From an optimization exercise on the open Yosys and OpenROAD flow, aimed at small area; shortcuts taken in it are not production practice.
The RTL was checked by simulation tests, not by an equivalence proof against the original design.
The flow treats the clock pin as an ideal source, which a real chip does not have.
Power figures rest on the tool's default switching activity, not on a simulated workload.

==> design.v <==
module processing_unit(
    input clock,
    input reset,
    input start,
    output input_req,
    input [(6 - 1) : 0] input_val,
    input input_ready,
    input [(2 * 2 * 6 - 1) : 0] weight_vals,
    output [(6 - 1) : 0] output_val,
    output output_valid,
    output done
);
    localparam  WAIT_FOR_START = 3'd0,
                RESET_SIGNALS = 3'd1,
                WAIT_FOR_INPUT = 3'd2,
                INIT_SIGNALS = 3'd3,
                WAIT_FOR_ZERO = 3'd4,
                OUTPUT_IS_READY = 3'd5,
                INDEX_INCREMENT = 3'd6,
                DONE_FLAG = 3'd7;
    reg [2:0] state, next_state;
    reg [5:0] sc_count;
    reg [1:0] width_index, height_index;
    wire s_frame = (state == RESET_SIGNALS);
    wire run     = (state == WAIT_FOR_ZERO);
    wire s_inc   = (state == INDEX_INCREMENT);
    wire last    = (sc_count == 6'd63);
    assign input_req = (state == WAIT_FOR_INPUT);
    assign done = (state == DONE_FLAG);
    assign output_valid = (state == OUTPUT_IS_READY) && (width_index != 2'd0) && (height_index != 2'd0);
    always @(*) begin
        case (state)
            WAIT_FOR_START:  next_state = start ? RESET_SIGNALS : WAIT_FOR_START;
            RESET_SIGNALS:   next_state = WAIT_FOR_INPUT;
            WAIT_FOR_INPUT:  next_state = input_ready ? INIT_SIGNALS : WAIT_FOR_INPUT;
            INIT_SIGNALS:    next_state = WAIT_FOR_ZERO;
            WAIT_FOR_ZERO:   next_state = last ? OUTPUT_IS_READY : WAIT_FOR_ZERO;
            OUTPUT_IS_READY: next_state = INDEX_INCREMENT;
            INDEX_INCREMENT: next_state = ((width_index == 2'd3) && (height_index == 2'd3)) ? DONE_FLAG : WAIT_FOR_INPUT;
            default:         next_state = WAIT_FOR_START;
        endcase
    end
    always @(posedge clock) begin
        if (reset)
            state <= WAIT_FOR_START;
        else
            state <= next_state;
    end
    always @(posedge clock) begin
        if (reset)
            sc_count <= 0;
        else
            sc_count <= sc_count ^ {run & (&sc_count[4:0]), run & (&sc_count[3:0]), run & (&sc_count[2:0]),
                                    run & (&sc_count[1:0]), run & sc_count[0], run};
    end
    always @(posedge clock) begin
        if (s_frame)
            {height_index, width_index} <= 4'd0;
        else begin
            width_index[0] <= width_index[0] ^ s_inc;
            width_index[1] <= width_index[1] ^ (s_inc & width_index[0]);
            height_index[0] <= height_index[0] ^ (s_inc & (&width_index));
            height_index[1] <= height_index[1] ^ (s_inc & (&width_index) & height_index[0]);
        end
    end
    function automatic ge6(input [5:0] a, input [5:0] b);
        integer k;
        begin
            ge6 = 1'b1;
            for (k = 0; k < 6; k = k + 1)
                ge6 = (a[k] ^ b[k]) ? a[k] : ge6;
        end
    endfunction
    wire half_cnt = sc_count[0];
    reg [6:1] g;
    always @(posedge clock) begin
        if (reset)
            g <= 6'd10;
        else if (run)
            g <= {g[5:1], g[6] ~^ g[5]};
    end
    reg [7:1] q;
    wire q_en = run && !((width_index == 2'd3) && last);
    always @(posedge clock) begin
        if (s_frame)
            q[6:1] <= 6'd25;
        else if (q_en)
            q[6:1] <= {q[5:1], q[6] ~^ q[5]};
        if (q_en)
            q[7] <= q[6];
    end
    wire [5:0] l3 = q[6:1];
    wire [5:0] l4 = q[7:2];
    wire h3 = (6'd32 >= l3);
    wire h4 = (6'd32 >= l4);
    wire in_x = ge6(input_val, g);
    wire mx10 = ge6(weight_vals[12 +: 6], l3) ~^ in_x;
    wire mx11 = ge6(weight_vals[18 +: 6], l4) ~^ in_x;
    wire ry00 = (width_index == 2'd2) ? height_index[1] : h3;
    reg ry01, x10, y10, x11, y11;
    always @(posedge clock) begin
        if (s_frame) begin
            {ry01, x10, y10, x11, y11} <= 5'd0;
        end else if (run && (height_index != 2'd0)) begin
            if (width_index != 2'd3) begin
                ry01 <= ry00 ~^ h3;
                x10 <= mx10 ~^ ry01;
                y10 <= ry01 ~^ h3;
            end
            if (width_index != 2'd0) begin
                x11 <= half_cnt ? (mx11 ~^ y10) : x10;
                y11 <= y10 ~^ h4;
            end
        end
    end
    reg [5:0] ne;
    wire sc_est = ge6(~g, ne);
    wire est_max = (ne == 6'd0);
    wire est_min = (ne == 6'd63);
    wire up = (~est_max) & (x11 | est_min);
    wire cnt_en = x11 ^ (y11 ~^ sc_est);
    reg [6:0] ne_t;
    integer k;
    always @(*) begin
        ne_t[0] = run & cnt_en;
        for (k = 0; k < 6; k = k + 1)
            ne_t[k + 1] = ne_t[k] & (ne[k] ^ up);
    end
    always @(posedge clock) begin
        if (reset)
            ne <= 6'd63;
        else
            ne <= ne ^ ne_t[5:0];
    end
    assign output_val = ne;
endmodule
==> flow/run.sh <==
#!/bin/bash
# Standard layout, except:
# - port buffers are plain buf_1 cells;
# - the clock tree is a single clock buffer driving every register, built by
#   flow/cts_one_buffer.tcl in place of ORFS's CTS step.
set -euo pipefail
export BUFFER_PORTS_ARGS="-buffer_cell sky130_fd_sc_hd__buf_1"
bash standard.sh place > standard_place.log 2>&1
R=orfs/results/${FLOW_PLATFORM}/processing_unit/base
export RESULTS_DIR=$PWD/$R
export CLKBUF_CELL=${CLKBUF_CELL:-sky130_fd_sc_hd__clkbuf_16}
export CLKBUF_COUNT=${CLKBUF_COUNT:-1}
openroad -no_init -exit flow/cts_one_buffer.tcl > cts_one_buffer.log 2>&1
cp $R/4_1_cts.odb $R/4_cts.odb
touch $R/4_cts.sdc
bash standard.sh finish > standard_finish.log 2>&1
==> flow/cts_one_buffer.tcl <==
# Small clock tree: the clock port drives CLKBUF_COUNT clock buffers, each at
# the centre of its share of the registers (split by x position), and each
# buffer drives its registers' clock pins directly.
set plat $::env(FLOW_HOME)/platforms/$::env(FLOW_PLATFORM)
read_liberty $plat/lib/sky130_fd_sc_hd__tt_025C_1v80.lib
read_db $::env(RESULTS_DIR)/3_place.odb
read_sdc $::env(RESULTS_DIR)/3_place.sdc
source $plat/setRC.tcl

set block [ord::get_db_block]
set dbu [$block getDbUnitsPerMicron]
set k $::env(CLKBUF_COUNT)
set regs {}
foreach inst [$block getInsts] {
  if { [[$inst getMaster] isSequential] } {
    set bb [$inst getBBox]
    lappend regs [list [expr {([$bb xMin] + [$bb xMax]) / 2.0 / $dbu}] \
                       [expr {([$bb yMin] + [$bb yMax]) / 2.0 / $dbu}] [$inst getName]]
  }
}
set regs [lsort -real -index 0 $regs]
set n [llength $regs]
puts "registers: $n, clock buffers: $k"
for {set g 0} {$g < $k} {incr g} {
  set lo [expr {$g * $n / $k}]
  set hi [expr {($g + 1) * $n / $k - 1}]
  set sx 0.0; set sy 0.0; set pins {}
  foreach r [lrange $regs $lo $hi] {
    set sx [expr {$sx + [lindex $r 0]}]
    set sy [expr {$sy + [lindex $r 1]}]
    lappend pins [get_pins "[lindex $r 2]/CLK"]
  }
  set m [expr {$hi - $lo + 1}]
  insert_buffer -buffer_cell $::env(CLKBUF_CELL) -net clock -load_pins $pins \
    -location [list [expr {$sx / $m}] [expr {$sy / $m}]] -buffer_name clkbuf_$g
}
set clkin [$block findNet clock]
$clkin setSigType CLOCK
foreach it [$clkin getITerms] {
  set buf [$it getInst]
  set net [[$buf findITerm X] getNet]
  $net setSigType CLOCK
  puts "clock buffer [$buf getName] ([[$buf getMaster] getName]) drives [llength [$net getITerms]] pins"
}
if { [llength [$clkin getITerms]] != $k } { error "clock port drives [llength [$clkin getITerms]] pins" }

detailed_placement
check_placement -verbose
set_propagated_clock [all_clocks]
estimate_parasitics -placement
report_clock_skew
report_checks -path_delay min_max
report_check_types -max_slew -max_capacitance -violators
write_db $::env(RESULTS_DIR)/4_1_cts.odb
write_sdc -no_timestamp $::env(RESULTS_DIR)/4_cts.sdc
==> standard.sh <==
#!/bin/bash
# synth_recipe.tcl (not shown) runs the flow's synth.tcl, then flattens the netlist and writes it again
# the make line also repeats each setting of config.mk as NAME=value (left out here)
make -C /OpenROAD-flow-scripts/flow DESIGN_CONFIG=/design/flow/config.mk WORK_HOME=/design/flow/orfs CLKGATE_MAP_FILE= SYNTH_SCRIPT=/design/flow/synth_recipe.tcl "${@:-finish}"
==> config.mk <==
export PLATFORM = sky130hd
export DESIGN_NAME = processing_unit
export DESIGN_NICKNAME = processing_unit
export VERILOG_FILES = /design/flow/design.v
export SDC_FILE = /design/flow/constraint.sdc
export NUM_CORES = 4
export LEC_CHECK = 0
export CAP_MARGIN = 20
export CORE_MARGIN = 2
export CORE_UTILIZATION = 70
export SLEW_MARGIN = 20
==> constraint.sdc <==
create_clock -name core_clock -period 6.0 [get_ports {clock}]
set_input_delay 1.2000 -clock core_clock [delete_from_list [all_inputs] [get_ports {clock}]]
set_output_delay 1.2000 -clock core_clock [all_outputs]
set_load 0.01 [all_outputs]
==> results of run 1 <==
==> cell type report <==
type                       count  area share
timing repair buffer          30     0.04961
sequential                    37      0.3308
clock buffer                   1     0.01103
tap                           33     0.01819
inverter                      18     0.02977
multi-input combinational    197      0.5606
==> logic make-up after synthesis <==
group                      synth area share
muxes                               0.03264
and+or+nand+nor                      0.2424
adders and majority gates           0.06177
xor gates and xnor gates            0.06527
AOI/OAI and AO/OA                    0.1906
DFF                                  0.3497
buffers and inverters               0.05769
==> synth_stat cells, types with 2 or more instances <==
library cell / n / area [sq um]
dfxtp_1: 36 / 720.7
nand2_1: 29 / 108.9
nor2_1: 29 / 108.9
inv_1: 18 / 67.56
a21oi_1: 12 / 60.06
clkbuf_1: 11 / 41.29
o21ai_0: 10 / 50.05
xnor2_1: 10 / 87.58
a31oi_1: 7 / 43.79
mux2i_1: 7 / 70.07
nand3_1: 7 / 35.03
nor2b_1: 7 / 43.79
maj3_1: 6 / 60.06
xor2_1: 6 / 52.55
and4_1: 5 / 43.79
nand2b_1: 5 / 31.28
ha_1: 4 / 50.05
nand4_1: 4 / 25.02
and3_1: 3 / 18.77
o211ai_1: 3 / 22.52
o22ai_1: 3 / 18.77
a211oi_1: 2 / 15.01
a221oi_1: 2 / 17.52
and2_1: 2 / 12.51
clkbuf_2: 2 / 10.01
maj3_2: 2 / 22.52
nor3_1: 2 / 10.01
nor3b_1: 2 / 15.01
o21a_1: 2 / 15.01
o2bb2ai_1: 2 / 17.52
o31ai_1: 2 / 15.01
or2_2: 2 / 12.51
==> power groups by stage <==
stage | registers [W] | logic (W) | clock network (W)
final | 0.000330 | 0.000175 | 0.0000902
after global placement | 0.000334 | 0.000168 | 0
after floorplan | 0.000315 | 0.000152 | 0
after detailed placement | 0.000335 | 0.000175 | 0
after global routing | 0.000336 | 0.000196 | 0.000100
==> metal layers <==
metal,part of all wire,up-vias
met4,0.0042,0
li1,-,973
met2,0.50,33
met1,0.47,861
met3,0.029,2
met5,0,-
==> worst reg2reg max path, delay by kind of cell, from the launching register on <==
kind,cells,cell delay [ps]
AND/OR/NAND/NOR,2,810
buffers and inverters,3,820
flip-flops,1,450
==> state kept, by name, summed over array words and instances (netlist names) <==
name / cells
ry01: 1
x10: 1
y11: 1
sc_count: 6
height_index: 2
g: 6
q: 7
state: 3
ne: 6
width_index: 2
y10: 1
x11: 1
==> through the flow <==
stage,util,hold WS [ps],total power [W],setup slack [ps],std cells
after floorplan,-,458.2,0.0004673,3176,266
after global placement,0.7538,484.6,0.0005013,2974,315
after detailed placement,0.7538,485.8,0.0005100,2967,315
after global routing,0.7622,530.5,0.0006323,3129,316
final,0.7622,506.6,0.0005943,3190,316
==> worst max-delay path by stage <==
stage / to / depth (start not counted)
final: x11 / 8
after floorplan: x11 / 7
after global placement: x11 / 8
after detailed placement: x11 / 8
after global routing: x11 / 8
==> reports/results.ini, run 1 <==
[global_routing]
track_usage=0.2297
overflow=0
antenna_found_initial=0
grtUsageMet2=0.4505
grt_busiest_layer=met2
grt_max_degree=38
grt_first_pass_wirelength_um=6486
grt.met3_usage=0.01092
use_met1=0.2816
grt_pass1_vias=1534

[routing]
first_pass_iters=4
route.detailed.wl_per_inst_um=12.82
drc=0
dr.first_iter.drc_count=141
wl_um=4052
ant_nets=0
vias=1869
avgViaCountPerCell=5.915

[worst_setup_path]
r2r-start=state[2]
crit_fanout=3
cp_slowest_cell=maj3_1
cp_top_family=adder cells
ff2ff_path_depth=5
crit_chain=buf_1, nand2b_1, maj3_1, maj3_1, o2bb2ai_1, nor2b_1, a41o_1, o21a_1
cp.required_ps=6090
r2r_slack_ps=3640
path_common_cell=maj3_1
cp.buffers_inverters=1
cpPeakStageDelay_ps=360
path_class=in -> reg
startpoint=input_val[0]
rr_endpoint=q[7]
startpoint_type=input port
worstPathArrival_ps=2900
cp-end-kind=register

[place]
dp_hpwl_um=3055
place_area_sq_um=2245
placement.io_buffers=30
place.gp.congestion=0.8115

[logic_synthesis]
synthDistinctLibCells=54
synth_edf_count=1
syn-cell-area_sq_um=2147
ys_seq_elements=37
synth.net_count=304
ys_seq_area_frac=0.3497
syn_inst=266
syn_area_per_cell_sq_um=8.072
ys.flop_type=dfxtp_1
synthArstFlopShare=0
yosysWarnings=1

[power]
swShare=0.3348
cellPowerDensity_nw_per_um2=261.8
ir_drop_mv=0.2412
leakage_nw=0.9091
intPower_w=0.0003953
clock_power_share=0.152
pwr-share-seq=0.554
switching_power_w=0.0001990
p_comb_frac=0.294

[die]
placementRows=20
io_pins=43
fp.dieH_um=59.38
die_w_um=59.38
coreArea_sq_um=2978
die_area_sq_um=3526
initial_core_util=0.7210

[final_layout]
final_common_cell=dfxtp_1
postLayoutCellArea_sq_um=2270
layout.nets=323
area_delta_synth_final_pct=5.711
num_antenna_cells=0
fillers=224
final_cell_mix=36 x dfxtp_1, 30 x buf_1, 29 x nand2_1, 29 x nor2_1, 18 x inv_1
regArea_sq_um=750.7
drive_above_1_share=0.03534
multi_input_area_sq_um=1272

[flow_run]
max-cap-violations=0

[timing]
tightest_slew_ps=723.7
clock.fmax_mhz=355.9
fin_skew_ps=4.248
rsz0062_at_grt=false
fin_crit_ps=2810
final_max_slew_viol_count=0
setup_viol_count_final=0
max_slew_margin=0.5140
tns_ps=0
period_share=0.4683
hold_viol=0

[min_path]
min_path_cells=2
hold_class=reg -> reg
hold_end=g[3]
worstHoldStart=g[2]

[clock_network]
clock_latency_ps=180
clkTransAtPathRegs_ps=120

[status]
status=finished clean

==> run 2: changes to the inputs <==
--- a/flow/run.sh
+++ b/flow/run.sh
@@ -8,8 +8,8 @@
 bash standard.sh place > standard_place.log 2>&1
 R=orfs/results/${FLOW_PLATFORM}/processing_unit/base
 export RESULTS_DIR=$PWD/$R
-export CLKBUF_CELL=${CLKBUF_CELL:-sky130_fd_sc_hd__clkbuf_16}
-export CLKBUF_COUNT=${CLKBUF_COUNT:-1}
+export CLKBUF_CELL=${CLKBUF_CELL:-sky130_fd_sc_hd__clkbuf_8}
+export CLKBUF_COUNT=${CLKBUF_COUNT:-2}
 openroad -no_init -exit flow/cts_one_buffer.tcl > cts_one_buffer.log 2>&1
 cp $R/4_1_cts.odb $R/4_cts.odb
 touch $R/4_cts.sdc
--- a/config.mk
+++ b/config.mk
@@ -7,5 +7,5 @@
 export LEC_CHECK = 0
 export CAP_MARGIN = 20
 export CORE_MARGIN = 2
-export CORE_UTILIZATION = 70
+export CORE_UTILIZATION = 40
 export SLEW_MARGIN = 20
==> run 2 against run 1 <==
  * Still clean
  * Cell area up 2.1%
  * Non-clock buffer count unchanged
  * Synthesized cell count unchanged
  * Combinational power about the same
  * Flip-flop and latch count unchanged
  * Utilization down 31 points
  * Largest cell class unchanged
==> reports/results.ini, run 2 <==
[final_layout]
drive_above_1_share=0.03873
final_common_cell=dfxtp_1
stdcell_count=354
area_delta_synth_final_pct=7.984
final_cell_mix=36 x dfxtp_1, 30 x buf_1, 29 x nand2_1, 29 x nor2_1, 18 x inv_1
layout.nets=324
num_antenna_cells=0
largest_reg_flops=7
largest-register=q

[die]
fp.dieH_um=77.27
initial_core_util=0.4177
coreArea_sq_um=5140
die_area_sq_um=5970
die_w_um=77.27
io_pins=43
placementRows=26

[power]
pwr-share-seq=0.551
p_comb_frac=0.288
intPower_w=0.0003952
ir_drop_mv=0.1742
power_w=0.0005996
swShare=0.3410
switching_power_w=0.0002045
cellPowerDensity_nw_per_um2=258.6
leakage_nw=0.9111
clock_power_share=0.162

[logic_synthesis]
synthTopCellsByArea=dfxtp_1 34%, nand2_1 5.1%, nor2_1 5.1%
syn_area_per_cell_sq_um=8.072
ys_seq_elements=37
synth_most_common_cell=dfxtp_1
ys.flop_type=dfxtp_1
synthArstFlopShare=0
yosysTopAreaCellShare=0.3357
yosys-top-cells-count=36 x dfxtp_1, 29 x nand2_1, 29 x nor2_1
yosys.area.top_type=dfxtp_1
synth_edf_count=1
synthDistinctLibCells=54
syn-cell-area_sq_um=2147
syn_inst=266
synth.net_count=304
yosysWarnings=1
ys_seq_area_frac=0.3497

[routing]
route.detailed.wl_per_inst_um=12.07
wl_um=4273
ant_nets=0
avgViaCountPerCell=5.172
first_pass_iters=4
drc=0
dr.first_iter.drc_count=66
vias=1831

[clock_network]
clock_latency_ps=170
clkTransAtPathRegs_ps=120

[timing]
whs_ps=484.1
final_max_slew_viol_count=0
rsz0062_at_grt=false
clock.fmax_mhz=352.6
max_slew_margin=0.4920
hold_viol=0
fin_skew_ps=9.490
fin_crit_ps=2836
tightest_slew_ps=756.5
layout_setup_ws_ps=3164
period_share=0.4727
setup_viol_count_final=0
tns_ps=0

[global_routing]
grt_busiest_layer=met2
grt.met3_usage=0.009412
grt_first_pass_wirelength_um=7452
grtUsageMet2=0.2452
grt_pass1_vias=1666
track_usage=0.1429
use_met1=0.2067
antenna_found_initial=0
grt_max_degree=22
overflow=0

[place]
placement.io_buffers=30
place.gp.congestion=0.8096
pre_cts_slack_ps=2942
dp_hpwl_um=3093
dp_cells=352

[worst_setup_path]
path_class=in -> reg
startpoint_type=input port
r2r_slack_ps=3600
cp-end-kind=register
cp.required_ps=6080
r2r-start=state[2]
ff2ff_path_depth=5
worstPathArrival_ps=2920
crit_fanout=3
rr_endpoint=q[7]

[min_path]
hold_class=reg -> reg
worstHoldStart=g[2]
hold_end=g[3]
min_path_cells=2

[status]
status=finished clean

[flow_run]
max-cap-violations=0

run 2: worst max-delay path by stage:
stage	from	end	slack, ps	depth (start not counted)
floorplan	input_val[0]	x11	3180	7
global placement	input_val[0]	x11	2950	8
detailed placement	input_val[0]	x11	2940	8
global route	input_val[0]	x11	3050	8
finish	input_val[0]	x11	3160	8
run 2: through the flow:
stage | cell area [sq um] | util
2_1_floorplan | 2147 | -
3_3_place_gp | 2291 | 0.4457
3_5_place_dp | 2291 | 0.4457
5_1_grt | 2318 | 0.4511
6_report | 2318 | 0.4511
run 2: power groups by stage:
stage / sequential [W] / combinational [W] / clock, W
after floorplan: 0.000315 / 0.000152 / 0
after global placement: 0.000335 / 0.000171 / 0
after detailed placement: 0.000336 / 0.000174 / 0
after global routing: 0.000340 / 0.000203 / 0.000107
final: 0.000330 / 0.000172 / 0.0000969
run 2: cell type report:
type | count | area, sq um
Fill cell | 556 | 2821
Multi-Input combinational cell | 197 | 1272
Sequential cell | 37 | 750.7
Timing Repair Buffer | 30 | 112.6
Tap cell | 70 | 87.58
Inverter | 18 | 67.56
Clock buffer | 2 | 27.53
run 2: logic make-up (layout without fill, tap and decap cells):
logic type               Yosys count  in the layout  share of synthesized area
flip-flops                        37             37                     0.3497
adder cells (fa/ha/maj)           12             12                    0.06177
AO/OA/AOI/OAI                     59             59                     0.1906
XOR/XNOR                          16             16                    0.06527
multiplexers                       7              7                    0.03264
AND/OR/NAND/NOR                  103            103                     0.2424
buffers and inverters             32             50                    0.05769
run 2: per-layer routing:
layer / up-vias / routed length [um]
met3: 2 / 139
met4: 0 / 22
met1: 838 / 2253
met5: - / 0
li1: 968 / -
met2: 23 / 1858
run 2: critical path: stages:
cell	delay [ps]
buf_1	60
nand2b_1	130
maj3_1	350
maj3_1	400
o2bb2ai_1	200
nor2b_1	160
a41o_1	230
o21a_1	180
==> run 3: changes to the inputs <==
--- a/config.mk
+++ b/config.mk
@@ -7,5 +7,5 @@
 export LEC_CHECK = 0
 export CAP_MARGIN = 20
 export CORE_MARGIN = 2
-export CORE_UTILIZATION = 40
+export CORE_UTILIZATION = 70
 export SLEW_MARGIN = 20
==> run 3 against run 2 <==
  * Sequential share of layout area rose by 0.66 points
  * Total power shrank 0.81%
  * Global-route usage is 8.8 points higher
  * Register-to-register slack gained 50 ps
  * Critical path depth did not move
  * Still clean
  * Count of clock-buffer cells in the layout unchanged
  * Worst setup slack got worse by 12 ps
  * First-iteration DRC count grew 130%
  * Fmax decreased by 0.43%
==> reports/results.ini, run 3 <==
[status]
status=finished clean

[logic_synthesis]
yosys.area.top_type=dfxtp_1
synth_edf_count=1
synthArstFlopShare=0
ys_seq_area_frac=0.3497
syn_area_per_cell_sq_um=8.072
yosys-top-cells-count=36 x dfxtp_1, 29 x nand2_1, 29 x nor2_1
yosysTopAreaCellShare=0.3357
synthTopCellsByArea=dfxtp_1 34%, nand2_1 5.1%, nor2_1 5.1%
synthDistinctLibCells=54
ys_seq_elements=37
yosysWarnings=1
synth.net_count=304
synth_most_common_cell=dfxtp_1
ys.flop_type=dfxtp_1
syn-cell-area_sq_um=2147
syn_inst=266

[flow_run]
max-cap-violations=0

[routing]
ant_nets=0
vias=1866
first_pass_iters=4
route.detailed.wl_per_inst_um=12.90
drc=0
wl_um=4089
avgViaCountPerCell=5.886
dr.first_iter.drc_count=150

[final_layout]
layout.nets=324
largest-register=q
final_common_cell=dfxtp_1
largest_reg_flops=7
final_util=0.7630
fillers=219
drive_above_1_share=0.03873
num_antenna_cells=0
area_delta_synth_final_pct=5.828
final_cell_mix=36 x dfxtp_1, 30 x buf_1, 29 x nand2_1, 29 x nor2_1, 18 x inv_1
postLayoutCellArea_sq_um=2272

[timing]
fin_skew_ps=5.595
final_max_slew_viol_count=0
max_slew_margin=0.5147
tns_ps=0
period_share=0.4748
hold_viol=0
tightest_slew_ps=722.8
setup_viol_count_final=0
clock.fmax_mhz=351.1
rsz0062_at_grt=false
fin_crit_ps=2849

[power]
leakage_nw=0.9111
cellPowerDensity_nw_per_um2=261.8
power_w=0.0005948
ir_drop_mv=0.2358

[die]
die_area_sq_um=3526
coreArea_sq_um=2978
io_pins=43
placementRows=20
die_w_um=59.38
fp.dieH_um=59.38
initial_core_util=0.7210

[global_routing]
grt_first_pass_wirelength_um=6534
grt_pass1_vias=1579
overflow=0
antenna_found_initial=0
grt_max_degree=22
track_usage=0.2306

[clock_network]
clkTransAtPathRegs_ps=110
clock_latency_ps=160

[worst_setup_path]
crit_fanout=3
worstPathArrival_ps=2910
cp.required_ps=6060
path_class=in -> reg
startpoint_type=input port
cp-end-kind=register

[place]
place.gp.congestion=0.8115
place_area_sq_um=2245
placement.io_buffers=30
dp_hpwl_um=3055

[min_path]
hold_class=reg -> reg

## run 3: cell counts after synthesis
No cell type changed its count.
## run 3: worst max-delay path: stages
cell and delay (ps):
buf_1 60, nand2b_1 130, maj3_1 360, maj3_1 350
o2bb2ai_1 220, nor2b_1 180, a41o_1 230, o21a_1 180
## run 3: worst paths after layout
path	startpoint	to	slack (ps)	cells past startpoint
max	input_val[0]	x11	3150	8
min	g[2]	g[3]	510	2
max reg2reg	state[2]	q[7]	3650	5
min reg2reg	g[2]	g[3]	510	2
## run 3: cell families (layout without fill, tap and decap cells)
family,after synthesis,in the layout,share of synthesized area
and+or+nand+nor,103,103,0.2424
AOI/OAI and AO/OA,59,59,0.1906
xor gates and xnor gates,16,16,0.06527
DFF,37,37,0.3497
buffers and inverters,32,50,0.05769
muxes,7,7,0.03264
adders and majority gates,12,12,0.06177
## run 3: layer usage
metal | GRT usage | vias to the layer above | wire length [um]
met5 | 0 | - | 0
met4 | 0.03571 | 0 | 22
met3 | 0.02402 | 2 | 156
met2 | 0.4427 | 40 | 2041
met1 | 0.2775 | 852 | 1869
li1 | - | 972 | -
## run 3: where the power goes
part,internal (W),total (W),leakage (nW),switching [W]
registers,0.000281,0.000330,0.302,0.0000489
clock network,0.0000311,0.0000902,0.0144,0.0000591
logic,0.0000829,0.000175,0.594,0.0000917
## run 3: stage by stage
stage	hold slack [ps]	cells	setup slack [ps]
floorplan	458.2	266	3176
detailed placement	485.8	315	2967
finish	512.4	317	3151
global route	529.5	317	3094
global placement	484.6	315	2974
## run 3: final cells by class
cell class	count	area, sq um	area share
inverters	18	67.56	0.02974
clock buffers	2	27.53	0.01211
well taps	33	41.29	0.01817
flip-flops and latches	37	750.7	0.3304
repair buffers	30	112.6	0.04956
multi-input cells	197	1272	0.5600
==> run 4: changes to the inputs <==
--- a/design.v
+++ b/design.v
@@ -47,11 +47,8 @@
             state <= next_state;
     end
     always @(posedge clock) begin
-        if (reset)
-            sc_count <= 0;
-        else
-            sc_count <= sc_count ^ {run & (&sc_count[4:0]), run & (&sc_count[3:0]), run & (&sc_count[2:0]),
-                                    run & (&sc_count[1:0]), run & sc_count[0], run};
+        sc_count <= {6{run}} & (sc_count ^ {&sc_count[4:0], &sc_count[3:0], &sc_count[2:0],
+                                            &sc_count[1:0], sc_count[0], 1'b1});
     end
     always @(posedge clock) begin
         if (s_frame)
@@ -100,7 +97,7 @@
     reg ry01, x10, y10, x11, y11;
     always @(posedge clock) begin
         if (s_frame) begin
-            {ry01, x10, y10, x11, y11} <= 5'd0;
+            {ry01, x11, y11} <= 3'd0;
         end else if (run && (height_index != 2'd0)) begin
             if (width_index != 2'd3) begin
                 ry01 <= ry00 ~^ h3;
==> run 4 against run 3 <==
  * Still clean
  * Cell count fell by 1.6%
  * Synthesized cell count is 1.5% lower
  * Sequential power is 18% lower
  * Synthesized area grew 0.47%
  * Critical endpoint is now x10
  * Largest cell class unchanged
==> reports/results.ini, run 4 <==
[timing]
fin_crit_ps=2772
rsz0062_at_grt=false
clock.fmax_mhz=360.7
whs_ps=481.1
final_max_slew_viol_count=0
hold_viol=0
setup_viol_count_final=0
max_slew_margin=0.4955
tightest_slew_ps=751.8
tns_ps=0
period_share=0.4620
fin_skew_ps=13.12

[power]
pwr-share-seq=0.643
switching_power_w=0.0001035
swShare=0.2473
clock_power_share=0.225
intPower_w=0.0003148
ir_drop_mv=0.1763
leakage_nw=0.8525
power_w=0.0004183
cellPowerDensity_nw_per_um2=184.0
p_comb_frac=0.132

[flow_run]
max-cap-violations=0

[routing]
route.detailed.wl_per_inst_um=13.13
vias=1834
avgViaCountPerCell=5.878
ant_nets=0
wl_um=4095
drc=0
dr.first_iter.drc_count=142
first_pass_iters=4

[final_layout]
area_delta_synth_final_pct=5.394
final_common_cell=dfxtp_1
largest-register=q
drive_above_1_share=0.04301
layout.nets=321
stdcell_count=312
num_antenna_cells=0
largest_reg_flops=7
final_cell_mix=34 x dfxtp_1, 30 x buf_1, 25 x nand2_1, 25 x nor2_1, 15 x inv_1
postLayoutCellArea_sq_um=2273

[place]
dp_hpwl_um=2993
dp_cells=310
place.gp.congestion=0.8245
placement.io_buffers=30
place_area_sq_um=2246

[global_routing]
track_usage=0.2397
grt_pass1_vias=1676
antenna_found_initial=0
overflow=0
grt_max_degree=20
grt_first_pass_wirelength_um=6906

[die]
die_w_um=59.51
io_pins=43
coreArea_sq_um=3003
die_area_sq_um=3541
placementRows=20
fp.dieH_um=59.51
initial_core_util=0.7183

[logic_synthesis]
yosys-top-cells-count=34 x dfxtp_1, 25 x nand2_1, 25 x nor2_1
synthArstFlopShare=0
yosysWarnings=1
synth_edf_count=3
syn_inst=262
synth_most_common_cell=dfxtp_1
syn-cell-area_sq_um=2157
yosys.area.top_type=dfxtp_1
syn_area_per_cell_sq_um=8.233
ys.flop_type=dfxtp_1
ys_seq_area_frac=0.3573
yosysTopAreaCellShare=0.3155
synth.net_count=302
synthTopCellsByArea=dfxtp_1 32%, nand2_1 4.4%, nor2_1 4.4%
synthDistinctLibCells=51
ys_seq_elements=37

[clock_network]
clock_latency_ps=170
clkTransAtPathRegs_ps=120

[worst_setup_path]
path_class=in -> reg
cp.required_ps=5920
crit_fanout=1
worstPathArrival_ps=2690
cp-end-kind=register
startpoint_type=input port

[min_path]
hold_class=reg -> reg

[status]
status=finished clean

## run 4: cell types whose count changed in the layout (fill, tap and decap cells not counted), sizes merged, moves of 3 or more
cell     change
and2         +4
nor2         -4
nor4         +5
inv          -3
xor2         -4
nand2        -4
a211oi       +3
and4         -5
o21ai        -3
a2111oi      +3
nand4        -4
a31oi        -3
nand2b       +4
## run 4: worst paths after layout
path / start / end / slack, ps / cells past startpoint
worst max-delay path: weight_vals[12] / x10 / 3230 / 7
worst min-delay path: sc_count[0] / sc_count[0] / 480 / 1
worst max register to register: state[2] / x11 / 3900 / 5
worst min register to register: sc_count[0] / sc_count[0] / 480 / 1
## run 4: worst max-delay path, stage by stage
cell       delay [ps]
buf_1              70
nand2b_1          130
maj3_1            350
maj3_1            360
maj3_2            310
o2bb2ai_1         180
xnor2_1            90
## run 4: metrics by stage
| step | utilization | setup WS [ps] |
|---|---|---|
| 2_1_floorplan | - | 3174 |
| 3_3_place_gp | 0.7479 | 3043 |
| 3_5_place_dp | 0.7479 | 3027 |
| 5_1_grt | 0.7571 | 3125 |
| 6_report | 0.7571 | 3228 |
## run 4: routing by layer
metal,vias up,track usage,wire length (um)
met3,4,0.02402,185
met1,833,0.3038,1855
met2,36,0.4396,2021
met4,0,0.04762,32
li1,961,-,-
met5,-,0,0
## run 4: final cells by class
class	count	area, sq um
fill	230	729.5
clock buffer	2	27.53
multi-input combinational	194	1257
inverter	15	56.30
tap	33	41.29
sequential	37	770.7
timing repair buffer	31	120.1
## run 4: power groups by stage
stage	Clock, W	Combinational (W)	Sequential (W)
5_1_grt	0.000101	0.0000630	0.000270
2_1_floorplan	0	0.0000445	0.000270
3_3_place_gp	0	0.0000545	0.000274
3_5_place_dp	0	0.0000555	0.000274
6_report	0.0000941	0.0000553	0.000269
## run 4: logic make-up after synthesis
family,count (synthesis),synth area share
buf+inv,31,0.05974
simple gates,109,0.2604
mux,7,0.03306
flops,37,0.3573
fa+ha+maj,13,0.06844
compound gates,54,0.1763
xor+xnor,11,0.04467
==> run 5: changes to the inputs <==
==> flow/run.sh (replaced) <==
#!/bin/bash
# The standard layout (standard.sh), with three changes:
# - synthesis is the standard one (synth_recipe.tcl and ORFS's synth.tcl) with
#   only ABC's script swapped for an area-oriented one (flow/area.abc); the
#   registers are mapped before ABC runs, so they are the standard ones;
# - port buffers are plain buf_1 cells;
# - the clock tree is CLKBUF_COUNT clock buffers built by
#   flow/cts_one_buffer.tcl in place of ORFS's CTS step.
# Each tool's output goes to a log file of its own in this folder.
set -euo pipefail
W=$PWD
export BUFFER_PORTS_ARGS="-buffer_cell sky130_fd_sc_hd__buf_1"
export AREA_ABC_SCRIPT=$W/flow/area.abc

sed -e 's#log_cmd abc {\*}\$abc_args#set abc_args [lreplace $abc_args 1 1 $::env(AREA_ABC_SCRIPT)]\n  log_cmd abc {*}$abc_args#' \
  $FLOW_HOME/scripts/synth.tcl > $W/synth_area.tcl
grep -q AREA_ABC_SCRIPT $W/synth_area.tcl
sed -e "s#source \$::env(SCRIPTS_DIR)/synth.tcl#source $W/synth_area.tcl#" synth_recipe.tcl > $W/synth_recipe_area.tcl
grep -q synth_area.tcl $W/synth_recipe_area.tcl
sed -e "s#SYNTH_SCRIPT=[^ ]*#SYNTH_SCRIPT=$W/synth_recipe_area.tcl#" standard.sh > $W/synth_area.sh
grep -q synth_recipe_area.tcl $W/synth_area.sh
bash $W/synth_area.sh synth > synth_area.log 2>&1

bash standard.sh place > standard_place.log 2>&1
R=orfs/results/${FLOW_PLATFORM}/processing_unit/base
export RESULTS_DIR=$W/$R
export CLKBUF_CELL=${CLKBUF_CELL:-sky130_fd_sc_hd__clkbuf_8}
export CLKBUF_COUNT=${CLKBUF_COUNT:-2}
openroad -no_init -exit flow/cts_one_buffer.tcl > cts_one_buffer.log 2>&1
cp $R/4_1_cts.odb $R/4_cts.odb
touch $R/4_cts.sdc
bash standard.sh finish > standard_finish.log 2>&1
==> flow/area.abc (new file) <==
strash
dch
map -a
topo
stime -c
==> run 5 against run 4 <==
  * Flip-flop and latch count unchanged
  * Sequential share of layout area increased by 4.3 points
  * Via count decreased by 7.6%
  * Cell area decreased by 11%
  * Non-clock buffer count unchanged
  * Register-to-register slack got worse by 490 ps
  * Routed wire length decreased by 10%
  * Combinational power increased by 37%
  * Critical endpoint is now x11
  * Largest power group unchanged
==> reports/results.ini, run 5 <==
[power]
cellPowerDensity_nw_per_um2=217.5
ir_drop_mv=0.2145
leakage_nw=0.6996

[clock_network]
clkTransAtPathRegs_ps=110
clock_latency_ps=170

[logic_synthesis]
ys_seq_area_frac=0.4208
synthDistinctLibCells=25
synthTopCellsByArea=dfxtp_1 37%, clkinv_1 7.6%, a21oi_1 6.8%
synth_edf_count=3
syn-cell-area_sq_um=1832
ys.flop_type=dfxtp_1
yosys.area.top_type=dfxtp_1
syn_inst=232
yosysWarnings=1
synth_most_common_cell=clkinv_1
ys_seq_elements=37
yosys-top-cells-count=37 x clkinv_1, 34 x dfxtp_1, 29 x nor2_1
syn_area_per_cell_sq_um=7.896
synth.net_count=272
synthArstFlopShare=0
yosysTopAreaCellShare=0.3716

[final_layout]
drive_above_1_share=0.02264
num_antenna_cells=0
final_cell_mix=37 x clkinv_1, 34 x dfxtp_1, 30 x buf_1, 29 x nor2_1, 25 x a21oi_1
largest_reg_flops=7
fillers=178
layout.nets=307
final_common_cell=clkinv_1
largest-register=q
final_util=0.8141
area_delta_synth_final_pct=10.11

[timing]
final_max_slew_viol_count=0
period_share=0.5095
max_slew_margin=0.3612
fin_crit_ps=3057
hold_viol=0
tightest_slew_ps=945.7
tns_ps=0
clock.fmax_mhz=327.1
setup_viol_count_final=0
fin_skew_ps=10.33
rsz0062_at_grt=false

[worst_setup_path]
crit_chain=buf_1, o22ai_1, a31oi_1, maj3_1, maj3_1, maj3_1, xor2_1, nand2_1, nand2_1, o221ai_1, a21oi_1
startpoint_type=input port
crit_fanout=2
worstPathArrival_ps=3160
cp_slowest_cell=maj3_1
r2r_slack_ps=3410
path_class=in -> reg
cp.required_ps=6100
cp-end-kind=register
path_common_cell=maj3_1
cpPeakStageDelay_ps=350

[routing]
vias=1694
ant_nets=0
drc=0
avgViaCountPerCell=5.742
route.detailed.wl_per_inst_um=12.49
dr.first_iter.drc_count=46
wl_um=3685
first_pass_iters=4

[die]
initial_core_util=0.7394
io_pins=43
die_area_sq_um=3042
coreArea_sq_um=2477
placementRows=18
fp.dieH_um=55.16
die_w_um=55.16

[global_routing]
grt_max_degree=20
antenna_found_initial=0
grt_first_pass_wirelength_um=5699
overflow=0
track_usage=0.2496
grt_pass1_vias=1415

[place]
place.gp.congestion=0.7765
placement.io_buffers=30
dp_hpwl_um=2839

[flow_run]
max-cap-violations=0

[min_path]
hold_class=reg -> reg

[status]
status=finished clean

-- run 5: changes by cell type in the layout (fill, tap and decap cells not counted), sizes merged, moves of 5 or more --
cell | previous run | this run
a211oi | 5 | 0
inv | 15 | 0
and2 | 6 | 0
nand2b | 9 | 0
a21oi | 11 | 25
clkinv | 0 | 37
nor2b | 10 | 0
a22oi | 2 | 7
nand2 | 25 | 16
mux2i | 6 | 0
o21ai | 8 | 24
-- run 5: through the flow --
step	hold slack [ps]	total power [W]	setup WS, ps	instance area (sq um)	instances
2_1_floorplan	429.0	0.0003304	2987	1832	232
3_5_place_dp	470.5	0.0003534	2760	1989	293
6_report	487.5	0.0004387	2943	2017	295
3_3_place_gp	457.2	0.0003503	2827	1989	293
5_1_grt	511.6	0.0004593	2838	2017	295
-- run 5: logic make-up after synthesis --
| kind of cell | synth area share |
|---|---|
| xor+xnor | 0.06216 |
| simple gates | 0.1332 |
| compound gates | 0.2507 |
| fa+ha+maj | 0.05738 |
| flops | 0.4208 |
| buf+inv | 0.07582 |
-- run 5: power by group --
group          leakage, nW  switching [W]  internal [W]
Combinational        0.382      0.0000458     0.0000299
Clock               0.0144      0.0000595     0.0000311
Sequential           0.303      0.0000100      0.000262
-- run 5: worst paths after layout --
check | to | cells past startpoint | start
max | x11 | 11 | weight_vals[19]
min | q[2] | 2 | q[1]
max reg2reg | ne[5] | 14 | ne[1]
min reg2reg | q[2] | 2 | q[1]
-- run 5: cell type report --
class | count | area, sq um | share of cell area
tap | 30 | 37.54 | 0.01861
timing repair buffer | 31 | 120.1 | 0.05955
clock buffer | 2 | 27.53 | 0.01365
multi-input combinational | 158 | 922.1 | 0.4572
sequential | 37 | 770.7 | 0.3821
inverter | 37 | 138.9 | 0.06886
-- run 5: worst max-delay path, delay by kind of cell --
kind,cells,cell delay [ps]
AO/OA/AOI/OAI,4,530
adder cells (fa/ha/maj),3,1020
AND/OR/NAND/NOR,2,150
buffers and inverters,1,80
XOR/XNOR,1,180
-- run 5: routing by layer --
metal,vias to the layer above,wire (um),track usage
met5,-,0,0
met4,0,33,0.03252
met3,6,130,0.02151
met2,38,1856,0.4940
met1,768,1665,0.2954
li1,882,-,-
==> run 6: changes to the inputs <==
==> flow/area.abc (replaced) <==
strash
dch -f
amap
topo
stime -c
==> run 6 against run 5 <==
  * Sequential power hardly changed
  * Cell area is 0.31% lower
  * Total power is 1.4% higher
  * Synthesized cell count is 6.0% lower
  * Global-route usage is 1.7 points higher
  * Largest cell class unchanged
  * Routed wire length is 7.1% higher
  * Clock power is 2.6% higher
  * First-iteration DRC count is 22% higher
  * Synthesized area is 0.34% lower
  * Worst setup slack worse by 86 ps
==> reports/results.ini, run 6 <==
[logic_synthesis]
yosys-top-cells-count=40 x clkinv_1, 34 x dfxtp_1, 28 x nor2_1
ys_seq_area_frac=0.4222
synth_edf_count=3
syn_area_per_cell_sq_um=8.374
syn_inst=218
synth.net_count=258
synth_most_common_cell=clkinv_1
synthArstFlopShare=0
synthTopCellsByArea=dfxtp_1 37%, clkinv_1 8.2%, nor2_1 5.8%
yosysWarnings=1
yosysTopAreaCellShare=0.3729
syn-cell-area_sq_um=1826
synthDistinctLibCells=26
ys.flop_type=dfxtp_1
yosys.area.top_type=dfxtp_1
ys_seq_elements=37

[timing]
max_slew_margin=0.4530
final_max_slew_viol_count=0
fin_crit_ps=3143
tns_ps=0
setup_viol_count_final=0
period_share=0.5238
tightest_slew_ps=811.9
rsz0062_at_grt=false
clock.fmax_mhz=318.2
hold_viol=0
fin_skew_ps=7.625

[worst_setup_path]
cp-end-kind=register
r2r_slack_ps=2860
crit_fanout=6
worstPathArrival_ps=3240
cp.required_ps=6100
path_class=reg -> reg
startpoint_type=register

[die]
initial_core_util=0.7369
placementRows=18
die_w_um=55.07
io_pins=43
coreArea_sq_um=2477
fp.dieH_um=55.07
die_area_sq_um=3032

[place]
placement.io_buffers=30
place.gp.congestion=0.8959
dp_hpwl_um=3071

[final_layout]
multi_input_area_sq_um=904.6
final_cell_mix=40 x clkinv_1, 34 x dfxtp_1, 30 x buf_1, 28 x nor2_1, 13 x a21oi_1
final_common_cell=clkinv_1
layout.nets=293
regArea_sq_um=770.7
fillers=185
num_antenna_cells=0
area_delta_synth_final_pct=10.14
largest_reg_flops=7
final_util=0.8116
largest-register=q
drive_above_1_share=0.01195

[routing]
avgViaCountPerCell=6.335
drc=0
dr.first_iter.drc_count=56
first_pass_iters=5
vias=1780
wl_um=3947
route.detailed.wl_per_inst_um=14.05
ant_nets=0

[power]
leakage_nw=0.6767
ir_drop_mv=0.2772
cellPowerDensity_nw_per_um2=221.3

[flow_run]
max-cap-violations=0

[clock_network]
clkTransAtPathRegs_ps=110
clock_latency_ps=170

[global_routing]
antenna_found_initial=0
track_usage=0.2666
grt_pass1_vias=1496
overflow=0
grt_first_pass_wirelength_um=6134
grt_max_degree=20

[status]
status=finished clean

[min_path]
hold_class=reg -> reg

## run 6: changes by cell type in the layout (fill, tap and decap cells not counted), sizes merged, moves of 4 or more
cell    before  now
a221oi       0   10
o221ai       4   12
o21ai       24    9
a211oi       0    5
xnor2        8    0
a21oi       25   13
nand2       16    8
or2          1    7
xor2         5    0
a221o        0    4
nor2b        0    5
## run 6: final timing paths
check,start,end,cells past startpoint
hold reg to reg,sc_count[3],sc_count[3],1
setup reg to reg,ne[1],ne[4],17
hold / removal,sc_count[3],sc_count[3],1
setup / recovery,ne[1],ne[4],17
## run 6: kinds of logic after synthesis
| logic type | count (synthesis) | share of synthesized area |
|---|---|---|
| buffers and inverters | 40 | 0.08225 |
| flip-flops | 37 | 0.4222 |
| adder cells (fa/ha/maj) | 6 | 0.04112 |
| AND/OR/NAND/NOR | 59 | 0.1467 |
| AO/OA/AOI/OAI | 76 | 0.3077 |
## run 6: area by class of cell
type / count / share of cell area
repair buffers: 31 / 0.05974
inverters: 40 / 0.07467
multi-input cells: 141 / 0.4499
flip-flops and latches: 37 / 0.3833
clock buffers: 2 / 0.01369
well taps: 30 / 0.01867
## run 6: where the power goes
group	total, W	switching (W)	internal (W)
Combinational	0.0000812	0.0000482	0.0000331
Sequential	0.000271	0.00000858	0.000262
Clock	0.0000930	0.0000618	0.0000312
Total	0.000445	0.000119	0.000326
## run 6: per-layer routing
layer | track usage | part of all wire | up-vias
met5 | 0 | 0 | -
met4 | 0.03659 | 0.011 | 0
met3 | 0.02419 | 0.061 | 7
met2 | 0.5159 | 0.51 | 72
met1 | 0.3238 | 0.41 | 809
li1 | - | - | 892
## run 6: critical path: stages, from the launching register on
cell and delay, ps:
dfxtp_1 450, clkinv_1 180, a222oi_1 360, a221oi_1 100, a221o_1 280, a32oi_1 210, a21oi_1 80, o21ai_0 150
clkinv_1 130, o221ai_1 120, clkinv_1 130, o221ai_1 110, clkinv_1 130, o221ai_1 130, clkinv_1 160, o221ai_1 140
a21oi_1 100, o21ai_0 90
## run 6: metrics by stage
step | instances | hold WS, ps | total power, W | setup slack (ps) | cell area, sq um
finish | 281 | 470.5 | 0.0004449 | 2857 | 2011
global route | 281 | 496.1 | 0.0004639 | 2587 | 2011
detailed placement | 279 | 456.8 | 0.0003563 | 2913 | 1983
global placement | 279 | 440.8 | 0.0003507 | 2978 | 1983
floorplan | 218 | 426.6 | 0.0003325 | 3182 | 1826
==> run 7: changes to the inputs <==
==> flow/area.abc (replaced) <==
strash
dch
map -a
strash
dch
map -a
topo
stime -c
--- a/config.mk
+++ b/config.mk
@@ -6,6 +6,6 @@
 export NUM_CORES = 4
 export LEC_CHECK = 0
 export CAP_MARGIN = 20
-export CORE_MARGIN = 2
-export CORE_UTILIZATION = 70
+export CORE_AREA = 2.3 2.72 59.8 59.84
+export DIE_AREA = 0 0 62 62
 export SLEW_MARGIN = 20
==> run 7 against run 6 <==
  * Still clean
  * Utilization fell by 20 points
  * Non-clock buffer count fell by 1
  * Clock power fell by 0.8%
  * Cell count rose by 10%
  * Combinational power fell by 12%
  * Fmax rose by 8.9%
  * Sequential share of layout area fell by 0.071 points
  * Flip-flop and latch count did not move
  * First-iteration DRC count rose by 13%
  * Routed wire length fell by 4.3%
  * Worst hold slack improved by 20 ps
  * Critical path depth fell by 1
  * Critical path type unchanged
  * Highest routed layer unchanged
==> reports/results.ini, run 7 <==
[final_layout]
stdcell_count=309
largest_reg_flops=7
drive_above_1_share=0.01901
postLayoutCellArea_sq_um=2014
num_antenna_cells=0
layout.nets=305
final_util=0.6133
final_common_cell=clkinv_1
largest-register=q
fillers=318
area_delta_synth_final_pct=11.19
final_cell_mix=36 x clkinv_1, 34 x dfxtp_1, 30 x buf_1, 29 x a21oi_1, 27 x o21ai_0

[worst_setup_path]
cp-end-kind=register
worstPathArrival_ps=2990
ff2ff_path_depth=16
path_class=reg -> reg
crit_fanout=7
cp.required_ps=6110
startpoint=ne[0]
cp-endpoint=ne[5]
r2r_slack_ps=3110
startpoint_type=register
rr_endpoint=ne[5]
r2r-start=ne[0]

[global_routing]
grt_pass1_vias=1443
grt_first_pass_wirelength_um=6099
track_usage=0.2013
antenna_found_initial=0
grt_max_degree=22
overflow=0

[timing]
period_share=0.4811
rsz0062_at_grt=false
fin_crit_ps=2887
tightest_slew_ps=959.1
max_slew_margin=0.3576
layout_setup_ws_ps=3113
final_max_slew_viol_count=0
setup_viol_count_final=0
tns_ps=0
fin_skew_ps=15.55
hold_viol=0
clock.fmax_mhz=346.4

[logic_synthesis]
syn_area_per_cell_sq_um=7.843
yosys-top-cells-count=36 x clkinv_1, 34 x dfxtp_1, 29 x a21oi_1
syn_inst=231
synth_most_common_cell=clkinv_1
synthMuxAreaShare=0
synth_compound_area_frac=0.2783
ys_seq_area_frac=0.4254
synth.net_count=271
synth_edf_count=3
synthDistinctLibCells=24
syn-cell-area_sq_um=1812
yosysWarnings=1
yosys.area.top_type=dfxtp_1
yosysTopAreaCellShare=0.3757
synthTopCellsByArea=dfxtp_1 38%, a21oi_1 8.0%, clkinv_1 7.5%
yosys.area_share.adder=0.04144
ys.flop_type=dfxtp_1
yosys.area_share.simple=0.1271
ys_seq_elements=37
synth_top_family_by_area=compound AO/OA/AOI/OAI gates
synth_xor_area_frac=0.05318
synthArstFlopShare=0

[power]
intPower_w=0.0003201
leakage_nw=0.6904
swShare=0.2655
switching_power_w=0.0001157
ir_drop_mv=0.1913
cellPowerDensity_nw_per_um2=216.4
p_comb_frac=0.164
clock_power_share=0.212
pwr-share-seq=0.624

[routing]
ant_nets=0
avgViaCountPerCell=5.469
route.detailed.wl_per_inst_um=12.23
drc=0
vias=1690
wl_um=3779
first_pass_iters=6
dr.first_iter.drc_count=63

[die]
initial_core_util=0.5516
die_area_sq_um=3844
die_w_um=62
io_pins=43
coreArea_sq_um=3284
placementRows=21
fp.dieH_um=62

[clock_network]
clkTransAtPathRegs_ps=120
clock_latency_ps=170

[place]
place_area_sq_um=1987
dp_hpwl_um=2913
dp_cells=307
place.gp.congestion=0.8575
placement.io_buffers=30
pre_cts_slack_ps=3121

[status]
status=finished clean

[min_path]
hold_class=reg -> reg

[flow_run]
max-cap-violations=0

==> run 7: kinds of logic (layout without fill, tap and decap cells) <==
| group | count (synthesis) | in the layout |
|---|---|---|
| and+or+nand+nor | 54 | 54 |
| AOI/OAI and AO/OA | 87 | 87 |
| DFF | 37 | 37 |
| xor gates and xnor gates | 11 | 11 |
| adders and majority gates | 6 | 6 |
| buffers and inverters | 36 | 68 |
==> run 7: power by group through the flow <==
stage	logic (W)	registers [W]	clock network (W)
3_5_place_dp	0.0000710	0.000277	0
2_1_floorplan	0.0000515	0.000275	0
6_report	0.0000714	0.000272	0.0000923
5_1_grt	0.0000833	0.000273	0.000101
3_3_place_gp	0.0000701	0.000277	0
==> run 7: area by class of cell <==
| cell class | count | area (sq um) | area share |
|---|---|---|---|
| clock buffers | 2 | 27.53 | 0.01366 |
| inverters | 36 | 135.1 | 0.06708 |
| multi-input cells | 158 | 910.9 | 0.4522 |
| flip-flops and latches | 37 | 770.7 | 0.3826 |
| well taps | 46 | 57.56 | 0.02857 |
| repair buffers | 30 | 112.6 | 0.05590 |
==> run 7: through the flow <==
step	hold WS (ps)	power, W
6_report	490.9	0.0004358
5_1_grt	515.0	0.0004577
3_5_place_dp	470.9	0.0003484
3_3_place_gp	454.6	0.0003472
2_1_floorplan	429.0	0.0003267
==> run 7: worst min path at each step <==
stage,from,cells after the start,slack (ps),endpoint
global placement,sc_count[0],1,450,sc_count[0]
global route,sc_count[0],1,520,sc_count[0]
detailed placement,sc_count[0],1,470,sc_count[0]
finish,sc_count[0],1,490,sc_count[0]
floorplan,sc_count[0],1,430,sc_count[0]
==> run 7: per-layer routing <==
| layer | vias up | GRT usage | share of wire |
|---|---|---|---|
| met5 | - | 0 | 0 |
| li1 | 897 | - | - |
| met2 | 21 | 0.3899 | 0.48 |
| met3 | 3 | 0.01242 | 0.023 |
| met4 | 0 | 0.009119 | 0.0066 |
| met1 | 769 | 0.2552 | 0.49 |
==> run 7: worst max-delay path, cell delays in order, from the launching register on <==
cell and delay [ps]:
dfxtp_1 460, clkinv_1 120, o22ai_1 160, o221ai_1 130
o221ai_1 90, o221ai_1 140, o221ai_1 80, o21ai_0 120
a21oi_1 120, o21ai_0 160, a211oi_1 350, clkinv_1 110
a21oi_1 240, o21ai_0 190, a21oi_1 190, a21oi_1 80
o21ai_0 90
==> run 8: changes to the inputs <==
--- a/flow/run.sh
+++ b/flow/run.sh
@@ -24,8 +24,8 @@
 bash standard.sh place > standard_place.log 2>&1
 R=orfs/results/${FLOW_PLATFORM}/processing_unit/base
 export RESULTS_DIR=$W/$R
-export CLKBUF_CELL=${CLKBUF_CELL:-sky130_fd_sc_hd__clkbuf_8}
-export CLKBUF_COUNT=${CLKBUF_COUNT:-2}
+export CLKBUF_CELL=${CLKBUF_CELL:-sky130_fd_sc_hd__clkbuf_16}
+export CLKBUF_COUNT=${CLKBUF_COUNT:-1}
 openroad -no_init -exit flow/cts_one_buffer.tcl > cts_one_buffer.log 2>&1
 cp $R/4_1_cts.odb $R/4_cts.odb
 touch $R/4_cts.sdc
--- a/flow/cts_one_buffer.tcl
+++ b/flow/cts_one_buffer.tcl
@@ -21,16 +21,36 @@
 set regs [lsort -real -index 0 $regs]
 set n [llength $regs]
 puts "registers: $n, clock buffers: $k"
+# k-means on the register positions, seeded with strips sorted by x
+for {set i 0} {$i < $n} {incr i} { set grp($i) [expr {$i * $k / $n}] }
+for {set it 0} {$it < 20} {incr it} {
+  for {set g 0} {$g < $k} {incr g} { set cx($g) 0.0; set cy($g) 0.0; set cn($g) 0 }
+  for {set i 0} {$i < $n} {incr i} {
+    set g $grp($i); set r [lindex $regs $i]
+    set cx($g) [expr {$cx($g) + [lindex $r 0]}]; set cy($g) [expr {$cy($g) + [lindex $r 1]}]; incr cn($g)
+  }
+  for {set g 0} {$g < $k} {incr g} {
+    if { $cn($g) > 0 } { set cx($g) [expr {$cx($g) / $cn($g)}]; set cy($g) [expr {$cy($g) / $cn($g)}] }
+  }
+  for {set i 0} {$i < $n} {incr i} {
+    set r [lindex $regs $i]; set best -1; set bd 1e18
+    for {set g 0} {$g < $k} {incr g} {
+      if { $cn($g) == 0 } continue
+      set d [expr {pow([lindex $r 0] - $cx($g), 2) + pow([lindex $r 1] - $cy($g), 2)}]
+      if { $d < $bd } { set bd $d; set best $g }
+    }
+    set grp($i) $best
+  }
+}
 for {set g 0} {$g < $k} {incr g} {
-  set lo [expr {$g * $n / $k}]
-  set hi [expr {($g + 1) * $n / $k - 1}]
-  set sx 0.0; set sy 0.0; set pins {}
-  foreach r [lrange $regs $lo $hi] {
-    set sx [expr {$sx + [lindex $r 0]}]
-    set sy [expr {$sy + [lindex $r 1]}]
+  set pins {}; set sx 0.0; set sy 0.0; set m 0
+  for {set i 0} {$i < $n} {incr i} {
+    if { $grp($i) != $g } continue
+    set r [lindex $regs $i]
+    set sx [expr {$sx + [lindex $r 0]}]; set sy [expr {$sy + [lindex $r 1]}]; incr m
     lappend pins [get_pins "[lindex $r 2]/CLK"]
   }
-  set m [expr {$hi - $lo + 1}]
+  if { $m == 0 } continue
   insert_buffer -buffer_cell $::env(CLKBUF_CELL) -net clock -load_pins $pins \
     -location [list [expr {$sx / $m}] [expr {$sy / $m}]] -buffer_name clkbuf_$g
 }
@@ -42,7 +62,7 @@
   $net setSigType CLOCK
   puts "clock buffer [$buf getName] ([[$buf getMaster] getName]) drives [llength [$net getITerms]] pins"
 }
-if { [llength [$clkin getITerms]] != $k } { error "clock port drives [llength [$clkin getITerms]] pins" }
+if { [llength [$clkin getITerms]] > $k || [llength [$clkin getITerms]] > 4 } { error "clock port drives [llength [$clkin getITerms]] pins" }
 
 detailed_placement
 check_placement -verbose
==> run 8 against run 7 <==
  * Global-route usage barely moved
  * Clock skew fell by 7.6 ps
  * Critical path depth did not move
  * Worst hold slack improved by 3.8 ps
  * Synthesized area did not move
  * Fmax fell by 0.19%
  * Routed wire length fell by 0.85%
  * Utilization fell by 0.076 points
  * Cell area fell by 0.12%
  * Die area did not move
  * First-iteration DRC count fell by 9.5%
  * Critical endpoint unchanged
  * Largest power group unchanged
  * Highest routed layer unchanged
==> reports/results.ini, run 8 <==
[status]
status=finished clean

[timing]
hold_viol=0
max_slew_margin=0.3549
period_share=0.4821
final_max_slew_viol_count=0
clock.fmax_mhz=345.7
layout_setup_ws_ps=3108
rsz0062_at_grt=false
tns_ps=0
fin_crit_ps=2892
tightest_slew_ps=963.1
whs_ps=494.8
setup_viol_count_final=0
fin_skew_ps=7.970

[die]
die_w_um=62
die_area_sq_um=3844
fp.dieH_um=62
coreArea_sq_um=3284
io_pins=43
placementRows=21
initial_core_util=0.5516

[global_routing]
grt_first_pass_wirelength_um=6085
track_usage=0.2017
antenna_found_initial=0
grt_pass1_vias=1431
overflow=0
grt_max_degree=38

[power]
power_w=0.0004348
leakage_nw=0.6884
ir_drop_mv=0.1639
cellPowerDensity_nw_per_um2=216.1

[clock_network]
clock_latency_ps=180
clkTransAtPathRegs_ps=130

[logic_synthesis]
syn_inst=231
ys.flop_type=dfxtp_1
yosysTopAreaCellShare=0.3757
syn_area_per_cell_sq_um=7.843
synth_most_common_cell=clkinv_1
ys_seq_area_frac=0.4254
ys_seq_elements=37
synthArstFlopShare=0
yosys-top-cells-count=36 x clkinv_1, 34 x dfxtp_1, 29 x a21oi_1
syn-cell-area_sq_um=1812
synth_edf_count=3
yosys.area.top_type=dfxtp_1
synthTopCellsByArea=dfxtp_1 38%, a21oi_1 8.0%, clkinv_1 7.5%
synth.net_count=271
synthDistinctLibCells=24
yosysWarnings=1

[final_layout]
final_util=0.6126
largest-register=q
area_delta_synth_final_pct=11.05
regArea_sq_um=770.7
largest_reg_flops=7
layout.nets=304
num_antenna_cells=0
multi_input_area_sq_um=910.9
final_cell_mix=36 x clkinv_1, 34 x dfxtp_1, 30 x buf_1, 29 x a21oi_1, 27 x o21ai_0
final_common_cell=clkinv_1
drive_above_1_share=0.01527
fillers=320

[worst_setup_path]
ff2ff_path_depth=16
worstPathArrival_ps=3010
crit_fanout=7
cpPeakStageDelay_ps=470
cp_top_family=compound AO/OA/AOI/OAI gates
cp.required_ps=6120
startpoint=ne[0]
path_class=reg -> reg
cp_slowest_cell=dfxtp_1
crit_chain=clkinv_1, o22ai_1, o221ai_1, o221ai_1, o221ai_1, o221ai_1, o21ai_0, a21oi_1, o21ai_0, a211oi_1, clkinv_1, a21oi_1, o21ai_0, a21oi_1, a21oi_1, o21ai_0
r2r-start=ne[0]
cp-end-kind=register
startpoint_type=register
cp.buffers_inverters=2
r2r_slack_ps=3110
rr_endpoint=ne[5]

[routing]
ant_nets=0
vias=1672
first_pass_iters=4
drc=0
dr.first_iter.drc_count=57
wl_um=3747
route.detailed.wl_per_inst_um=12.17
avgViaCountPerCell=5.429

[min_path]
hold_class=reg -> reg
worstHoldStart=sc_count[0]
min_path_cells=1
hold_end=sc_count[0]

[place]
placement.io_buffers=30
pre_cts_slack_ps=3121
place.gp.congestion=0.8575
dp_hpwl_um=2913

[flow_run]
max-cap-violations=0

[run 8: cell counts after synthesis]
Identical to the previous run, type by type.
[run 8: worst reg2reg max path: cells and delay by family, from the launching register on]
family                 cells  cell delay (ps)
AO/OA/AOI/OAI             14             2140
buffers and inverters      2              230
flip-flops                 1              470
[run 8: cell families (layout without fill, tap and decap cells)]
logic type	count (synthesis)	after routing	synth area share
AO/OA/AOI/OAI	87	87	0.2783
AND/OR/NAND/NOR	54	54	0.1271
flip-flops	37	37	0.4254
buffers and inverters	36	67	0.07459
XOR/XNOR	11	11	0.05318
adder cells (fa/ha/maj)	6	6	0.04144
[run 8: area by class of cell]
type                       instances  area share
sequential                        37      0.3831
inverter                          36     0.06716
tap                               46     0.02861
multi-input combinational        158      0.4527
clock buffer                       1     0.01244
timing repair buffer              30     0.05597
[run 8: stage by stage]
step	instances	cell area [sq um]
after floorplan	231	1812
after global placement	307	1982
after detailed placement	307	1987
after global routing	308	2012
final	308	2012
[run 8: worst max-delay path by stage]
stage	end	slack, ps	depth (start not counted)
global route	ne[5]	2680	16
finish	ne[5]	3110	16
detailed placement	ne[5]	3120	16
global placement	ne[5]	3130	16
floorplan	ne[5]	3470	16
[run 8: per-layer routing]
layer | GRT usage | vias up | part of all wire
met3 | 0.008282 | 2 | 0.026
met1 | 0.2629 | 752 | 0.49
met2 | 0.3824 | 24 | 0.48
met5 | 0 | - | 0
met4 | 0.01520 | 0 | 0.0091
li1 | - | 894 | -
[run 8: power by group]
group | leakage, nW | total [W] | internal, W | switching, W
Clock | 0.0123 | 0.0000913 | 0.0000314 | 0.0000599
Combinational | 0.373 | 0.0000713 | 0.0000271 | 0.0000442
Sequential | 0.303 | 0.000272 | 0.000262 | 0.0000103
Total | 0.688 | 0.000435 | 0.000320 | 0.000114
==> run 9: changes to the inputs <==
--- a/flow/run.sh
+++ b/flow/run.sh
@@ -24,8 +24,8 @@
 bash standard.sh place > standard_place.log 2>&1
 R=orfs/results/${FLOW_PLATFORM}/processing_unit/base
 export RESULTS_DIR=$W/$R
-export CLKBUF_CELL=${CLKBUF_CELL:-sky130_fd_sc_hd__clkbuf_16}
-export CLKBUF_COUNT=${CLKBUF_COUNT:-1}
+export CLKBUF_CELL=${CLKBUF_CELL:-sky130_fd_sc_hd__clkbuf_8}
+export CLKBUF_COUNT=${CLKBUF_COUNT:-2}
 openroad -no_init -exit flow/cts_one_buffer.tcl > cts_one_buffer.log 2>&1
 cp $R/4_1_cts.odb $R/4_cts.odb
 touch $R/4_cts.sdc
==> run 9 against run 8 <==
  * Still clean
  * Combinational power is essentially flat
  * Cell count rose by 0.32%
  * Global-route usage is 0.086 points lower
  * Critical path type unchanged
  * Largest power group unchanged
==> reports/results.ini, run 9 <==
[status]
status=finished clean

[power]
cellPowerDensity_nw_per_um2=214.7
clock_power_share=0.206
pwr-share-seq=0.629
intPower_w=0.0003200
ir_drop_mv=0.1971
switching_power_w=0.0001125
swShare=0.2602
p_comb_frac=0.165
leakage_nw=0.6904

[final_layout]
layout.nets=305
final_cell_mix=36 x clkinv_1, 34 x dfxtp_1, 30 x buf_1, 29 x a21oi_1, 27 x o21ai_0
area_delta_synth_final_pct=11.19
final_common_cell=clkinv_1
num_antenna_cells=0
largest-register=q
largest_reg_flops=7
drive_above_1_share=0.01901

[logic_synthesis]
synthDistinctLibCells=24
yosys.area.top_type=dfxtp_1
syn_area_per_cell_sq_um=7.843
synth.net_count=271
synthTopCellsByArea=dfxtp_1 38%, a21oi_1 8.0%, clkinv_1 7.5%
ys_seq_elements=37
synth_top_family_by_area=compound AO/OA/AOI/OAI gates
synthArstFlopShare=0
ys_seq_area_frac=0.4254
syn-cell-area_sq_um=1812
yosysWarnings=1
ys.flop_type=dfxtp_1
synthMuxAreaShare=0
yosysTopAreaCellShare=0.3757
synth_edf_count=3
syn_inst=231
synth_xor_area_frac=0.05318
yosys.area_share.adder=0.04144
yosys.area_share.simple=0.1271
synth_compound_area_frac=0.2783
synth_most_common_cell=clkinv_1
yosys-top-cells-count=36 x clkinv_1, 34 x dfxtp_1, 29 x a21oi_1

[worst_setup_path]
startpoint_type=register
r2r_slack_ps=3120
cp.buffers_inverters=2
crit_fanout=7
worstPathArrival_ps=2980
cp_top_family=compound AO/OA/AOI/OAI gates
cp.required_ps=6100
path_class=reg -> reg
crit_chain=clkinv_1, o22ai_1, o221ai_1, o221ai_1, o221ai_1, o221ai_1, o21ai_0, a21oi_1, o21ai_0, a211oi_1, clkinv_1, a21oi_1, o21ai_0, a21oi_1, a21oi_1, o21ai_0
cp_slowest_cell=dfxtp_1
cp-end-kind=register
cpPeakStageDelay_ps=460

[routing]
avgViaCountPerCell=5.421
first_pass_iters=4
vias=1675
dr.first_iter.drc_count=59
route.detailed.wl_per_inst_um=12.10
ant_nets=0
wl_um=3739
drc=0

[timing]
hold_viol=0
tightest_slew_ps=955.6
setup_viol_count_final=0
clock.fmax_mhz=347.2
max_slew_margin=0.3600
fin_skew_ps=4.799
period_share=0.4800
layout_setup_ws_ps=3120
fin_crit_ps=2880
tns_ps=0
rsz0062_at_grt=false
final_max_slew_viol_count=0

[place]
dp_hpwl_um=2913
pre_cts_slack_ps=3121
placement.io_buffers=30
place.gp.congestion=0.8575

[global_routing]
grt_pass1_vias=1443
grt_first_pass_wirelength_um=6085
track_usage=0.2009
grt_max_degree=22
overflow=0
antenna_found_initial=0

[die]
fp.dieH_um=62
die_w_um=62
initial_core_util=0.5516
io_pins=43
coreArea_sq_um=3284
placementRows=21
die_area_sq_um=3844

[flow_run]
max-cap-violations=0

[min_path]
hold_class=reg -> reg

[clock_network]
clkTransAtPathRegs_ps=100
clock_latency_ps=160

[run 9: worst paths after layout]
| check | depth (start not counted) | start | end |
|---|---|---|---|
| min | 1 | sc_count[0] | sc_count[0] |
| max reg2reg | 16 | ne[0] | ne[5] |
| min reg2reg | 1 | sc_count[0] | sc_count[0] |
| max | 16 | ne[0] | ne[5] |
[run 9: layout make-up]
| type | instances | area [sq um] |
|---|---|---|
| well taps | 46 | 57.56 |
| multi-input cells | 158 | 910.9 |
| inverters | 36 | 135.1 |
| fillers | 320 | 1270 |
| clock buffers | 2 | 27.53 |
| flip-flops and latches | 37 | 770.7 |
| repair buffers | 30 | 112.6 |
[run 9: metrics by stage]
| step | util | cell area [sq um] | power, W | hold slack (ps) | instances |
|---|---|---|---|---|---|
| floorplan | - | 1812 | 0.0003267 | 429.0 | 231 |
| global placement | 0.6034 | 1982 | 0.0003472 | 454.6 | 307 |
| detailed placement | 0.6050 | 1987 | 0.0003484 | 470.9 | 307 |
| global route | 0.6133 | 2014 | 0.0004569 | 513.9 | 309 |
| finish | 0.6133 | 2014 | 0.0004325 | 488.3 | 309 |
[run 9: routing by layer]
layer  vias up  wire (um)  track usage  share of wire
li1        893          -            -              -
met1       754       1799       0.2539           0.48
met2        25       1813       0.3899           0.48
met3         3        105      0.01242          0.028
met4         0         20     0.009119         0.0053
met5         -          0            0              0
[run 9: power groups by stage]
stage                     combinational, W  clock (W)  sequential, W
final                            0.0000712  0.0000892       0.000272
after global routing             0.0000833   0.000100       0.000273
after detailed placement         0.0000710          0       0.000277
after global placement           0.0000701          0       0.000277
after floorplan                  0.0000515          0       0.000275
[run 9: cells by family after synthesis]
family / after synthesis
AOI/OAI and AO/OA: 87
xor gates and xnor gates: 11
adders and majority gates: 6
buffers and inverters: 36
DFF: 37
and+or+nand+nor: 54

what the ideal ports hide:
No port has a modelled driver above. Below, the same layouts with a new extraction and two added sets of constraints.
Step 1 sets driving cells, clkbuf_16 on the clock port and buf_2 on the other inputs (assumed; they add their load-dependent delay and slew).
Step 2, shift: input delay + t, output delay - t, t = (earliest + latest rising clock arrival at the registers) / 2. This alone moves slack from input paths to output paths.
Slacks: ideal / step 1 / step 2; pairs: ideal / step 1.
run | t, ns | setup slack, ns
run 1 | 0.209 | 3.190 / 3.198 / 2.989
run 2 | 0.203 | 3.164 / 3.181 / 2.978
run 3 | 0.195 | 3.151 / 3.165 / 2.971
run 4 | 0.199 | 3.228 / 3.243 / 3.045
run 5 | 0.194 | 2.943 / 2.957 / 2.763
run 6 | 0.200 | 2.857 / 2.857 / 2.857
run 7 | 0.198 | 3.113 / 3.113 / 3.113
run 8 | 0.212 | 3.108 / 3.108 / 3.108
run 9 | 0.195 | 3.120 / 3.120 / 3.120
After both steps every run listed still meets setup and hold.
